Background: an optimization exercise with open tools, aiming at small area, a short achievable clock period and few clock cycles per item. Do not read the settings as production practice. RTL that was checked went through simulation tests only; none was proved equivalent to the original.

==> maple <==
## IOTDF
module IOTDF( clk, rst, in_en, iot_in, fn_sel, busy, valid, iot_out);
input          clk;
input          rst;
input          in_en;
input  [7:0]   iot_in;
input  [2:0]   fn_sel;
output         busy;
output         valid;
output [127:0] iot_out;
    reg        v_r;           
    reg  [7:0] x_r;
    reg  [1:0] f_r;           
    reg  [3:0] cnt;           
    reg        ld;            
    reg  [1:0] ldf;           
    reg  [2:0] crc;           
    reg  [4:0] rnd;           
    reg        valid_r;
    reg        enc;           
    reg  [127:0] ir;
    reg  [55:0] kreg;         
    reg  [7:0]  par;          
    reg  [63:0] lr;           
    wire ld_des = ldf[0] ^ ldf[1];
    wire ld_enc = ldf == 2'b01;
    wire ld_crc = ldf == 2'b11;
    reg busy_r;
    assign busy = busy_r;
    assign valid = valid_r;
    wire take = in_en & ~busy_r;
    wire [3:0] cnt_nx = cnt + {3'd0, v_r};
    wire [4:0] rnd_nx = ld ? (ld_des ? 5'd16 : 5'd0) : (rnd != 5'd0) ? rnd - 5'd1 : 5'd0;
    wire is16_nx = take ? (cnt_nx == 4'd14) : (cnt_nx == 4'd15);
    always @(posedge clk or posedge rst) begin
        if (rst) begin
            v_r <= 1'b0;
            busy_r <= 1'b0;
        end else begin
            v_r <= take;
            busy_r <= is16_nx & (rnd_nx > 5'd2);
        end
    end
    always @(posedge clk) begin
        x_r <= iot_in;
        f_r <= fn_sel[1:0];
    end
    wire smode = (f_r == 2'b00);
    wire cmode = (f_r == 2'b11);
    wire [7:0] xe = cmode ? 8'd0 : x_r;
    wire [7:0] ib0 = ir[7:0];
    wire [7:0] ib1 = ir[15:8];
    wire [7:0] ib2 = ir[23:16];
    wire [7:0] ib3 = ir[31:24];
    wire [7:0] ib4 = ir[39:32];
    wire [7:0] ib5 = ir[47:40];
    wire [7:0] ib6 = ir[55:48];
    wire [7:0] ib7 = ir[63:56];
    wire [7:0] ib8 = ir[71:64];
    wire [7:0] ib9 = ir[79:72];
    wire [7:0] ib10 = ir[87:80];
    wire [7:0] ib11 = ir[95:88];
    wire [7:0] ib12 = ir[103:96];
    wire [7:0] ib13 = ir[111:104];
    wire [7:0] ib14 = ir[119:112];
    wire [7:0] ib15 = ir[127:120];
    wire [7:0] xs = {xe[6], xe[7], xe[4], xe[5], xe[2], xe[3], xe[0], xe[1]};
    wire [7:0] cv0 = {ib0[6], ib0[7], ib0[4], ib0[5], ib0[2], ib0[3], ib0[0], ib0[1]};
  ...
Settings: LEC_CHECK=0, CAP_MARGIN=20, CORE_MARGIN=2, CORE_UTILIZATION=40, SETUP_SLACK_MARGIN=3.5, SLEW_MARGIN=20; clock period 6.0 ns.
run.sh (not shown) runs the stock make flow with config.mk's settings and CLKGATE_MAP_FILE= SYNTH_SCRIPT=/design/flow/synth_recipe.tcl, a recipe that flattens the netlist after the stock synthesis.
==> inputs of xenon, as changes to maple <==
--- a/flow/config.mk
+++ b/flow/config.mk
@@ -8,5 +8,5 @@
 export CAP_MARGIN = 20
 export CORE_MARGIN = 2
 export CORE_UTILIZATION = 40
-export SETUP_SLACK_MARGIN = 3.5
+export SETUP_SLACK_MARGIN = 3.0
 export SLEW_MARGIN = 20
==> inputs of cedar, as changes to maple <==
--- a/flow/config.mk
+++ b/flow/config.mk
@@ -7,6 +7,7 @@
 export LEC_CHECK = 0
 export CAP_MARGIN = 20
 export CORE_MARGIN = 2
-export CORE_UTILIZATION = 40
-export SETUP_SLACK_MARGIN = 3.5
+export CORE_UTILIZATION = 65
+export PLACE_DENSITY = 0.75
+export SETUP_SLACK_MARGIN = 3.0
 export SLEW_MARGIN = 20
==> summary.txt <==
|  | cedar | maple | xenon |
|---|---|---|---|
| Status | timing/DRC/antenna clean | timing/DRC/antenna clean | timing/DRC/antenna clean |
| Global Route met1 Usage | 0.488 | 0.343 | 0.329 |
| Filler instances | 2084 | 4360 | 4695 |
| GR Util All Layers | 0.372 | 0.255 | 0.240 |
| Wire length the detailed router placed on met1 | 24.8 mm | 31.0 mm | 29.4 mm |
| Wire length of the first global-routing pass | 97.1 mm | 106 mm | 101 mm |
| Grt met2 use | 0.614 | 0.421 | 0.385 |
| Sum of buffers and inverters on the critical path | 4 | 5 | 1 |
| Total number of vias | 17800 | 18400 | 17300 |
| FP Rows | 65 | 83 | 83 |
| Num CTS Buffers | 30 | 35 | 34 |
| Endpoint of the most critical register-to-register path | ir[114] | ir[91] | lr[29] |
| Count of cells resized by post-cts repair | 42 | 482 | 48 |
| First element of the critical path | x_r[1] | x_r[1] | lr[20] |
| Iteration count of the initial detailed-routing pass | 6 | 6 | 5 |
| Amount of wire on met3 after detailed routing | 5.87 mm | 4.27 mm | 3.47 mm |
| Effective utilization at floorplan | 0.659 | 0.405 | 0.405 |
| Number of non-clock buffers | 228 | 359 | 236 |
| Nature of the critical path endpoint | register | register | output port |
| Clock buffer cells | 42 | 47 | 50 |
| Cell count after placement | 2504 | 2779 | 2780 |
| Seq area share | 0.298 | 0.269 | 0.289 |
No run of this note included a check of the RTL's function; only the layout flow was run.

========
==> branch lagoon <==
IOTDF, a different RTL version from the one above (not shown whole).
clock: 6.0 ns
lec_check: 0
cap_margin: 20
core_margin: 2
core_utilization: 40
slew_margin: 20
==> branch yarrow: changes against branch lagoon <==
--- a/flow/design.v
+++ b/flow/design.v
@@ -19,19 +19,30 @@
     reg        valid_r;
     reg        enc;           
     reg  [127:0] ir;
     reg  [55:0] kreg;         
     reg  [7:0]  par;          
     reg  [63:0] lr;           
-    wire is16 = v_r ? (cnt == 4'd14) : (cnt == 4'd15);
-    assign busy = is16 & (rnd > 5'd2);
+    wire ld_des = ldf[0] ^ ldf[1];
+    wire ld_enc = ldf == 2'b01;
+    wire ld_crc = ldf == 2'b11;
+    reg busy_r;
+    assign busy = busy_r;
     assign valid = valid_r;
-    wire take = in_en & ~busy;
+    wire take = in_en & ~busy_r;
+    wire [3:0] cnt_nx = cnt + {3'd0, v_r};
+    wire [4:0] rnd_nx = ld ? (ld_des ? 5'd16 : 5'd0) : (rnd != 5'd0) ? rnd - 5'd1 : 5'd0;
+    wire is16_nx = take ? (cnt_nx == 4'd14) : (cnt_nx == 4'd15);
     always @(posedge clk or posedge rst) begin
-        if (rst) v_r <= 1'b0;
-        else     v_r <= take;
+        if (rst) begin
+            v_r <= 1'b0;
+            busy_r <= 1'b0;
+        end else begin
+            v_r <= take;
+            busy_r <= is16_nx & (rnd_nx > 5'd2);
+        end
     end
     always @(posedge clk) begin
         x_r <= iot_in;
         f_r <= fn_sel[1:0];
     end
     wire smode = (f_r == 2'b00);
@@ -85,28 +96,29 @@
     assign c[11] = v_r & (~smode | (cnt < 4'd5) | (cv11 < x_r));
     assign c[12] = v_r & (~smode | (cnt < 4'd4) | (cv12 < x_r));
     assign c[13] = v_r & (~smode | (cnt < 4'd3) | (cv13 < x_r));
     assign c[14] = v_r & (~smode | (cnt < 4'd2) | (cv14 < x_r));
     assign c[15] = v_r & (~smode | (cnt < 4'd1) | (cv15 < x_r));
     wire [127:0] ir_n;
-    assign ir_n[7:0] = c[1] ? ib1 : (c[0] ? xs : ib0);
-    assign ir_n[15:8] = c[2] ? ib2 : (c[1] ? xs : ib1);
-    assign ir_n[23:16] = c[3] ? ib3 : (c[2] ? xs : ib2);
-    assign ir_n[31:24] = c[4] ? ib4 : (c[3] ? xs : ib3);
-    assign ir_n[39:32] = c[5] ? ib5 : (c[4] ? xs : ib4);
-    assign ir_n[47:40] = c[6] ? ib6 : (c[5] ? xs : ib5);
-    assign ir_n[55:48] = c[7] ? ib7 : (c[6] ? xs : ib6);
-    assign ir_n[63:56] = c[8] ? (smode ? {ib8[6], ib8[7], ib8[4], ib8[5], ib8[2], ib8[3], ib8[0], ib8[1]} : ib8) : (c[7] ? xs : ib7);
-    assign ir_n[71:64] = c[9] ? ib9 : (c[8] ? xe : ib8);
-    assign ir_n[79:72] = c[10] ? ib10 : (c[9] ? xe : ib9);
-    assign ir_n[87:80] = c[11] ? ib11 : (c[10] ? xe : ib10);
-    assign ir_n[95:88] = c[12] ? ib12 : (c[11] ? xe : ib11);
-    assign ir_n[103:96] = c[13] ? ib13 : (c[12] ? xe : ib12);
-    assign ir_n[111:104] = c[14] ? ib14 : (c[13] ? xe : ib13);
-    assign ir_n[119:112] = c[15] ? ib15 : (c[14] ? xe : ib14);
-    assign ir_n[127:120] = c[15] ? xe : ib15;
+    assign ir_n[7:0] = c[1] ? ib1 : xs;
+    assign ir_n[15:8] = c[2] ? ib2 : xs;
+    assign ir_n[23:16] = c[3] ? ib3 : xs;
+    assign ir_n[31:24] = c[4] ? ib4 : xs;
+    assign ir_n[39:32] = c[5] ? ib5 : xs;
+    assign ir_n[47:40] = c[6] ? ib6 : xs;
+    assign ir_n[55:48] = c[7] ? ib7 : xs;
+    assign ir_n[63:56] = c[8] ? (smode ? {ib8[6], ib8[7], ib8[4], ib8[5], ib8[2], ib8[3], ib8[0], ib8[1]} : ib8) : xs;
+    assign ir_n[71:64] = c[9] ? ib9 : xe;
+    assign ir_n[79:72] = c[10] ? ib10 : xe;
+    assign ir_n[87:80] = c[11] ? ib11 : xe;
+    assign ir_n[95:88] = c[12] ? ib12 : xe;
+    assign ir_n[103:96] = c[13] ? ib13 : xe;
+    assign ir_n[111:104] = c[14] ? ib14 : xe;
+    assign ir_n[119:112] = c[15] ? ib15 : xe;
+    assign ir_n[127:120] = xe;
+    integer i;
     function [2:0] mulx;
         input [2:0] a;
         mulx = {a[1] ^ a[2], a[0], a[2]};
     endfunction
     function [2:0] bmod;
         input [7:0] bt;
@@ -120,26 +132,22 @@
     wire [2:0] crc_n = crc_prev ^ mulx(mulx(mulx(mulx(bmod(x_r)))));
     always @(posedge clk or posedge rst) begin
         if (rst) begin
             cnt <= 4'd0;
             ld <= 1'b0;
         end else begin
-            if (v_r) cnt <= cnt + 4'd1;
+            cnt <= cnt_nx;
             ld <= v_r & (cnt == 4'd15);
         end
     end
     always @(posedge clk) begin
-        if (v_r) begin
-            ir <= ir_n;
-            crc <= crc_n;
-        end
+        if (v_r) crc <= crc_n;
+        for (i = 0; i < 16; i = i + 1)
+            if (c[i]) ir[8*i +: 8] <= ir_n[8*i +: 8];
         if (v_r & (cnt == 4'd15)) ldf <= f_r;
     end
-    wire ld_des = ldf[0] ^ ldf[1];
-    wire ld_enc = ldf == 2'b01;
-    wire ld_crc = ldf == 2'b11;
     wire [63:0] dlo = {ir[63:4], ir[3] | (ld_crc & crc[2]), ir[2], ir[1] | (ld_crc & crc[0]), ir[0] | (ld_crc & crc[1])};
     wire [63:0] dhi = ir[127:64];
     wire [63:0] ip_d = {dlo[6], dlo[14], dlo[22], dlo[30], dlo[38], dlo[46], dlo[54], dlo[62], dlo[4], dlo[12], dlo[20], dlo[28], dlo[36], dlo[44], dlo[52], dlo[60], dlo[2], dlo[10], dlo[18], dlo[26], dlo[34], dlo[42], dlo[50], dlo[58], dlo[0], dlo[8], dlo[16], dlo[24], dlo[32], dlo[40], dlo[48], dlo[56], dlo[7], dlo[15], dlo[23], dlo[31], dlo[39], dlo[47], dlo[55], dlo[63], dlo[5], dlo[13], dlo[21], dlo[29], dlo[37], dlo[45], dlo[53], dlo[61], dlo[3], dlo[11], dlo[19], dlo[27], dlo[35], dlo[43], dlo[51], dlo[59], dlo[1], dlo[9], dlo[17], dlo[25], dlo[33], dlo[41], dlo[49], dlo[57]};
     wire [55:0] pc1_d = {dhi[7], dhi[15], dhi[23], dhi[31], dhi[39], dhi[47], dhi[55], dhi[63], dhi[6], dhi[14], dhi[22], dhi[30], dhi[38], dhi[46], dhi[54], dhi[62], dhi[5], dhi[13], dhi[21], dhi[29], dhi[37], dhi[45], dhi[53], dhi[61], dhi[4], dhi[12], dhi[20], dhi[28], dhi[1], dhi[9], dhi[17], dhi[25], dhi[33], dhi[41], dhi[49], dhi[57], dhi[2], dhi[10], dhi[18], dhi[26], dhi[34], dhi[42], dhi[50], dhi[58], dhi[3], dhi[11], dhi[19], dhi[27], dhi[35], dhi[43], dhi[51], dhi[59], dhi[36], dhi[44], dhi[52], dhi[60]};
     wire [7:0] par_d = {dhi[56], dhi[48], dhi[40], dhi[32], dhi[24], dhi[16], dhi[8], dhi[0]};
     wire [31:0] L = lr[63:32];
@@ -162,26 +170,26 @@
     wire [27:0] kd = km[27:0];
     wire [55:0] k_l1 = {kc[26:0], kc[27], kd[26:0], kd[27]};
     wire [55:0] k_l2 = {kc[25:0], kc[27:26], kd[25:0], kd[27:26]};
     wire [55:0] k_r1 = {kc[0], kc[27:1], kd[0], kd[27:1]};
     wire [55:0] k_r2 = {kc[1:0], kc[27:2], kd[1:0], kd[27:2]};
     wire single = (rnd == 5'd16) | (rnd == 5'd9) | (rnd == 5'd2);
-    reg [55:0] k_n;
-    always @(*) begin
-        if (ld)                   k_n = ld_enc ? k_l1 : km;
-        else if (rnd == 5'd1)     k_n = enc ? km : k_r1;
-        else if (single)          k_n = enc ? k_l1 : k_r1;
-        else                      k_n = enc ? k_l2 : k_r2;
-    end
+    wire last = (rnd == 5'd1);
+    wire s_id = ld ? ~ld_enc : last & enc;
+    wire s_l1 = ld ? ld_enc : ~last & single & enc;
+    wire s_r1 = ~ld & (last | single) & ~enc;
+    wire s_l2 = ~ld & ~single & ~last & enc;
+    wire s_r2 = ~ld & ~single & ~last & ~enc;
+    wire [55:0] k_n = ({56{s_id}} & km) | ({56{s_l1}} & k_l1) | ({56{s_l2}} & k_l2) |
+                      ({56{s_r1}} & k_r1) | ({56{s_r2}} & k_r2);
     always @(posedge clk or posedge rst) begin
         if (rst) begin
             rnd <= 5'd0;
             valid_r <= 1'b0;
         end else begin
-            if (ld) rnd <= ld_des ? 5'd16 : 5'd0;
-            else if (rnd != 5'd0) rnd <= rnd - 5'd1;
+            rnd <= rnd_nx;
             valid_r <= (ld & ~ld_des) | (rnd == 5'd1);
         end
     end
     always @(posedge clk) begin
         kreg <= k_n;
         lr <= ld ? ip_d : {R, L ^ F};
--- a/flow/config.mk
+++ b/flow/config.mk
@@ -5,7 +5,8 @@
 export SDC_FILE = /design/flow/constraint.sdc
 export NUM_CORES = 4
 export LEC_CHECK = 0
 export CAP_MARGIN = 20
 export CORE_MARGIN = 2
 export CORE_UTILIZATION = 40
+export SETUP_SLACK_MARGIN = 4.0
 export SLEW_MARGIN = 20
==> branch umber: changes against branch lagoon <==
--- a/flow/design.v
+++ b/flow/design.v
@@ -19,19 +19,30 @@
     reg        valid_r;
     reg        enc;           
     reg  [127:0] ir;
     reg  [55:0] kreg;         
     reg  [7:0]  par;          
     reg  [63:0] lr;           
-    wire is16 = v_r ? (cnt == 4'd14) : (cnt == 4'd15);
-    assign busy = is16 & (rnd > 5'd2);
+    wire ld_des = ldf[0] ^ ldf[1];
+    wire ld_enc = ldf == 2'b01;
+    wire ld_crc = ldf == 2'b11;
+    reg busy_r;
+    assign busy = busy_r;
     assign valid = valid_r;
-    wire take = in_en & ~busy;
+    wire take = in_en & ~busy_r;
+    wire [3:0] cnt_nx = cnt + {3'd0, v_r};
+    wire [4:0] rnd_nx = ld ? (ld_des ? 5'd16 : 5'd0) : (rnd != 5'd0) ? rnd - 5'd1 : 5'd0;
+    wire is16_nx = take ? (cnt_nx == 4'd14) : (cnt_nx == 4'd15);
     always @(posedge clk or posedge rst) begin
-        if (rst) v_r <= 1'b0;
-        else     v_r <= take;
+        if (rst) begin
+            v_r <= 1'b0;
+            busy_r <= 1'b0;
+        end else begin
+            v_r <= take;
+            busy_r <= is16_nx & (rnd_nx > 5'd2);
+        end
     end
     always @(posedge clk) begin
         x_r <= iot_in;
         f_r <= fn_sel[1:0];
     end
     wire smode = (f_r == 2'b00);
@@ -85,28 +96,29 @@
     assign c[11] = v_r & (~smode | (cnt < 4'd5) | (cv11 < x_r));
     assign c[12] = v_r & (~smode | (cnt < 4'd4) | (cv12 < x_r));
     assign c[13] = v_r & (~smode | (cnt < 4'd3) | (cv13 < x_r));
     assign c[14] = v_r & (~smode | (cnt < 4'd2) | (cv14 < x_r));
     assign c[15] = v_r & (~smode | (cnt < 4'd1) | (cv15 < x_r));
     wire [127:0] ir_n;
-    assign ir_n[7:0] = c[1] ? ib1 : (c[0] ? xs : ib0);
-    assign ir_n[15:8] = c[2] ? ib2 : (c[1] ? xs : ib1);
-    assign ir_n[23:16] = c[3] ? ib3 : (c[2] ? xs : ib2);
-    assign ir_n[31:24] = c[4] ? ib4 : (c[3] ? xs : ib3);
-    assign ir_n[39:32] = c[5] ? ib5 : (c[4] ? xs : ib4);
-    assign ir_n[47:40] = c[6] ? ib6 : (c[5] ? xs : ib5);
-    assign ir_n[55:48] = c[7] ? ib7 : (c[6] ? xs : ib6);
-    assign ir_n[63:56] = c[8] ? (smode ? {ib8[6], ib8[7], ib8[4], ib8[5], ib8[2], ib8[3], ib8[0], ib8[1]} : ib8) : (c[7] ? xs : ib7);
-    assign ir_n[71:64] = c[9] ? ib9 : (c[8] ? xe : ib8);
-    assign ir_n[79:72] = c[10] ? ib10 : (c[9] ? xe : ib9);
-    assign ir_n[87:80] = c[11] ? ib11 : (c[10] ? xe : ib10);
-    assign ir_n[95:88] = c[12] ? ib12 : (c[11] ? xe : ib11);
-    assign ir_n[103:96] = c[13] ? ib13 : (c[12] ? xe : ib12);
-    assign ir_n[111:104] = c[14] ? ib14 : (c[13] ? xe : ib13);
-    assign ir_n[119:112] = c[15] ? ib15 : (c[14] ? xe : ib14);
-    assign ir_n[127:120] = c[15] ? xe : ib15;
+    assign ir_n[7:0] = c[1] ? ib1 : xs;
+    assign ir_n[15:8] = c[2] ? ib2 : xs;
+    assign ir_n[23:16] = c[3] ? ib3 : xs;
+    assign ir_n[31:24] = c[4] ? ib4 : xs;
+    assign ir_n[39:32] = c[5] ? ib5 : xs;
+    assign ir_n[47:40] = c[6] ? ib6 : xs;
+    assign ir_n[55:48] = c[7] ? ib7 : xs;
+    assign ir_n[63:56] = c[8] ? (smode ? {ib8[6], ib8[7], ib8[4], ib8[5], ib8[2], ib8[3], ib8[0], ib8[1]} : ib8) : xs;
+    assign ir_n[71:64] = c[9] ? ib9 : xe;
+    assign ir_n[79:72] = c[10] ? ib10 : xe;
+    assign ir_n[87:80] = c[11] ? ib11 : xe;
+    assign ir_n[95:88] = c[12] ? ib12 : xe;
+    assign ir_n[103:96] = c[13] ? ib13 : xe;
+    assign ir_n[111:104] = c[14] ? ib14 : xe;
+    assign ir_n[119:112] = c[15] ? ib15 : xe;
+    assign ir_n[127:120] = xe;
+    integer i;
     function [2:0] mulx;
         input [2:0] a;
         mulx = {a[1] ^ a[2], a[0], a[2]};
     endfunction
     function [2:0] bmod;
         input [7:0] bt;
@@ -120,26 +132,22 @@
     wire [2:0] crc_n = crc_prev ^ mulx(mulx(mulx(mulx(bmod(x_r)))));
     always @(posedge clk or posedge rst) begin
         if (rst) begin
             cnt <= 4'd0;
             ld <= 1'b0;
         end else begin
-            if (v_r) cnt <= cnt + 4'd1;
+            cnt <= cnt_nx;
             ld <= v_r & (cnt == 4'd15);
         end
     end
     always @(posedge clk) begin
-        if (v_r) begin
-            ir <= ir_n;
-            crc <= crc_n;
-        end
+        if (v_r) crc <= crc_n;
+        for (i = 0; i < 16; i = i + 1)
+            if (c[i]) ir[8*i +: 8] <= ir_n[8*i +: 8];
         if (v_r & (cnt == 4'd15)) ldf <= f_r;
     end
-    wire ld_des = ldf[0] ^ ldf[1];
-    wire ld_enc = ldf == 2'b01;
-    wire ld_crc = ldf == 2'b11;
     wire [63:0] dlo = {ir[63:4], ir[3] | (ld_crc & crc[2]), ir[2], ir[1] | (ld_crc & crc[0]), ir[0] | (ld_crc & crc[1])};
     wire [63:0] dhi = ir[127:64];
     wire [63:0] ip_d = {dlo[6], dlo[14], dlo[22], dlo[30], dlo[38], dlo[46], dlo[54], dlo[62], dlo[4], dlo[12], dlo[20], dlo[28], dlo[36], dlo[44], dlo[52], dlo[60], dlo[2], dlo[10], dlo[18], dlo[26], dlo[34], dlo[42], dlo[50], dlo[58], dlo[0], dlo[8], dlo[16], dlo[24], dlo[32], dlo[40], dlo[48], dlo[56], dlo[7], dlo[15], dlo[23], dlo[31], dlo[39], dlo[47], dlo[55], dlo[63], dlo[5], dlo[13], dlo[21], dlo[29], dlo[37], dlo[45], dlo[53], dlo[61], dlo[3], dlo[11], dlo[19], dlo[27], dlo[35], dlo[43], dlo[51], dlo[59], dlo[1], dlo[9], dlo[17], dlo[25], dlo[33], dlo[41], dlo[49], dlo[57]};
     wire [55:0] pc1_d = {dhi[7], dhi[15], dhi[23], dhi[31], dhi[39], dhi[47], dhi[55], dhi[63], dhi[6], dhi[14], dhi[22], dhi[30], dhi[38], dhi[46], dhi[54], dhi[62], dhi[5], dhi[13], dhi[21], dhi[29], dhi[37], dhi[45], dhi[53], dhi[61], dhi[4], dhi[12], dhi[20], dhi[28], dhi[1], dhi[9], dhi[17], dhi[25], dhi[33], dhi[41], dhi[49], dhi[57], dhi[2], dhi[10], dhi[18], dhi[26], dhi[34], dhi[42], dhi[50], dhi[58], dhi[3], dhi[11], dhi[19], dhi[27], dhi[35], dhi[43], dhi[51], dhi[59], dhi[36], dhi[44], dhi[52], dhi[60]};
     wire [7:0] par_d = {dhi[56], dhi[48], dhi[40], dhi[32], dhi[24], dhi[16], dhi[8], dhi[0]};
     wire [31:0] L = lr[63:32];
@@ -162,26 +170,26 @@
     wire [27:0] kd = km[27:0];
     wire [55:0] k_l1 = {kc[26:0], kc[27], kd[26:0], kd[27]};
     wire [55:0] k_l2 = {kc[25:0], kc[27:26], kd[25:0], kd[27:26]};
     wire [55:0] k_r1 = {kc[0], kc[27:1], kd[0], kd[27:1]};
     wire [55:0] k_r2 = {kc[1:0], kc[27:2], kd[1:0], kd[27:2]};
     wire single = (rnd == 5'd16) | (rnd == 5'd9) | (rnd == 5'd2);
-    reg [55:0] k_n;
-    always @(*) begin
-        if (ld)                   k_n = ld_enc ? k_l1 : km;
-        else if (rnd == 5'd1)     k_n = enc ? km : k_r1;
-        else if (single)          k_n = enc ? k_l1 : k_r1;
-        else                      k_n = enc ? k_l2 : k_r2;
-    end
+    wire last = (rnd == 5'd1);
+    wire s_id = ld ? ~ld_enc : last & enc;
+    wire s_l1 = ld ? ld_enc : ~last & single & enc;
+    wire s_r1 = ~ld & (last | single) & ~enc;
+    wire s_l2 = ~ld & ~single & ~last & enc;
+    wire s_r2 = ~ld & ~single & ~last & ~enc;
+    wire [55:0] k_n = ({56{s_id}} & km) | ({56{s_l1}} & k_l1) | ({56{s_l2}} & k_l2) |
+                      ({56{s_r1}} & k_r1) | ({56{s_r2}} & k_r2);
     always @(posedge clk or posedge rst) begin
         if (rst) begin
             rnd <= 5'd0;
             valid_r <= 1'b0;
         end else begin
-            if (ld) rnd <= ld_des ? 5'd16 : 5'd0;
-            else if (rnd != 5'd0) rnd <= rnd - 5'd1;
+            rnd <= rnd_nx;
             valid_r <= (ld & ~ld_des) | (rnd == 5'd1);
         end
     end
     always @(posedge clk) begin
         kreg <= k_n;
         lr <= ld ? ip_d : {R, L ^ F};
==> impl_metrics.tcl <==
set metrics [dict create \
    multi_input_area_um2 13000 \
    via_per_inst 5.96 \
    synth_top_area_frac 0.205 \
    required_ns 6.42 \
    crit_path_end_kind "register" \
    crit_cells 10 \
    outcome "timing/DRC/antenna clean" \
    synthMuxAreaShare 0.157 \
    clk_share 0.0478 \
    clk_latency_ns 0.54 \
    whs_endpoint "lr[31]$_DFF_P_" \
    placed_cells 2780 \
    crit_chain "xnor2_1 > inv_1 > ha_1 > inv_1 > nand2b_1 > a21o_1 > a311oi_1 > nor3_1 > xor2_1 > mux2_2" \
    core_area_um2 51300 \
    synthAdderAreaFrac 0.102 \
    cp_max_fo 9 \
    antenna_found_initial 1 \
]
[end of results for branch umber]
==> impl_metrics.tcl <==
set metrics [dict create \
    whs_endpoint "lr[63]$_DFF_P_" \
    outcome "timing/DRC/antenna clean" \
    antenna_found_initial 0 \
    clk_latency_ns 0.53 \
    synthMuxAreaShare 0.181 \
    cts-hold-fix-buffers 0 \
    synth_area_um2 22100 \
    synthAdderAreaFrac 0.0972 \
    clk_share 0.0423 \
    cp_max_fo 8 \
    crit_cells 4 \
    core_area_um2 54900 \
    layout_common_cells "nor2_1, ha_1, mux2_2, edfxtp_1, clkdlybuf4s50_1" \
    via_per_inst 6.00 \
    grt_pass1_wl_um 110000 \
    multi_input_area_um2 14200 \
    use_met1 0.340 \
    crit_chain "ha_1 > mux2i_1 > nor3b_1 > clkdlybuf4s50_1" \
    required_ns 4.80 \
    num-multi-input-gates 1862 \
    placed_cells 3087 \
]
[end of results for branch lagoon]
==> impl_metrics.tcl <==
set metrics [dict create \
    clk_latency_ns 0.55 \
    multi_input_area_um2 15700 \
    antenna_found_initial 0 \
    synthAdderAreaFrac 0.102 \
    synthMuxAreaShare 0.157 \
    whs_endpoint "v_r$_DFF_PP0_" \
    cp_max_fo 6 \
    crit_path_end_kind "register" \
    crit_cells 7 \
    outcome "timing/DRC/antenna clean" \
    required_ns 6.43 \
    core_area_um2 51300 \
    placed_cells 2774 \
]
[end of results for branch yarrow]
Testbench counts of branch lagoon, summed over its fixed seeds: cycles 16,979, blocks 1,024.
The RTL of branch yarrow and branch umber was laid out without a check of its function.

-- port drivers added, routing unchanged --
The flow's constraints put no driver on any port. The routed layouts listed below were extracted and timed again, unchanged, in two steps. Step 1, drivers: a clkbuf_16 drives clk and a buf_2 each remaining input, both assumed. Step 2, shift: input delay + t, output delay - t, t = (earliest + latest rising clock arrival at the registers) / 2. This alone moves slack from input paths to output paths. Three values: no drivers, after step 1, after step 2; two values: the first two.
| run | t, ns | slack for setup (ns) | worst register clock-pin slew, ns |
|---|---|---|---|
| maple | 0.603 | 3.329 / 3.329 / 3.329 | 0.06 / 0.06 |
| xenon | 0.583 | 2.971 / 2.917 / 3.017 | 0.06 / 0.06 |
| cedar | 0.614 | 2.931 / 2.931 / 2.931 | 0.07 / 0.07 |
| branch lagoon | 0.578 | 2.164 / 2.108 / 2.468 | 0.07 / 0.07 |
| branch yarrow | 0.603 | 3.410 / 3.410 / 3.410 | 0.07 / 0.07 |
| branch umber | 0.586 | 2.224 / 2.224 / 2.224 | 0.06 / 0.06 |
After both steps setup and hold are still met in every run listed.
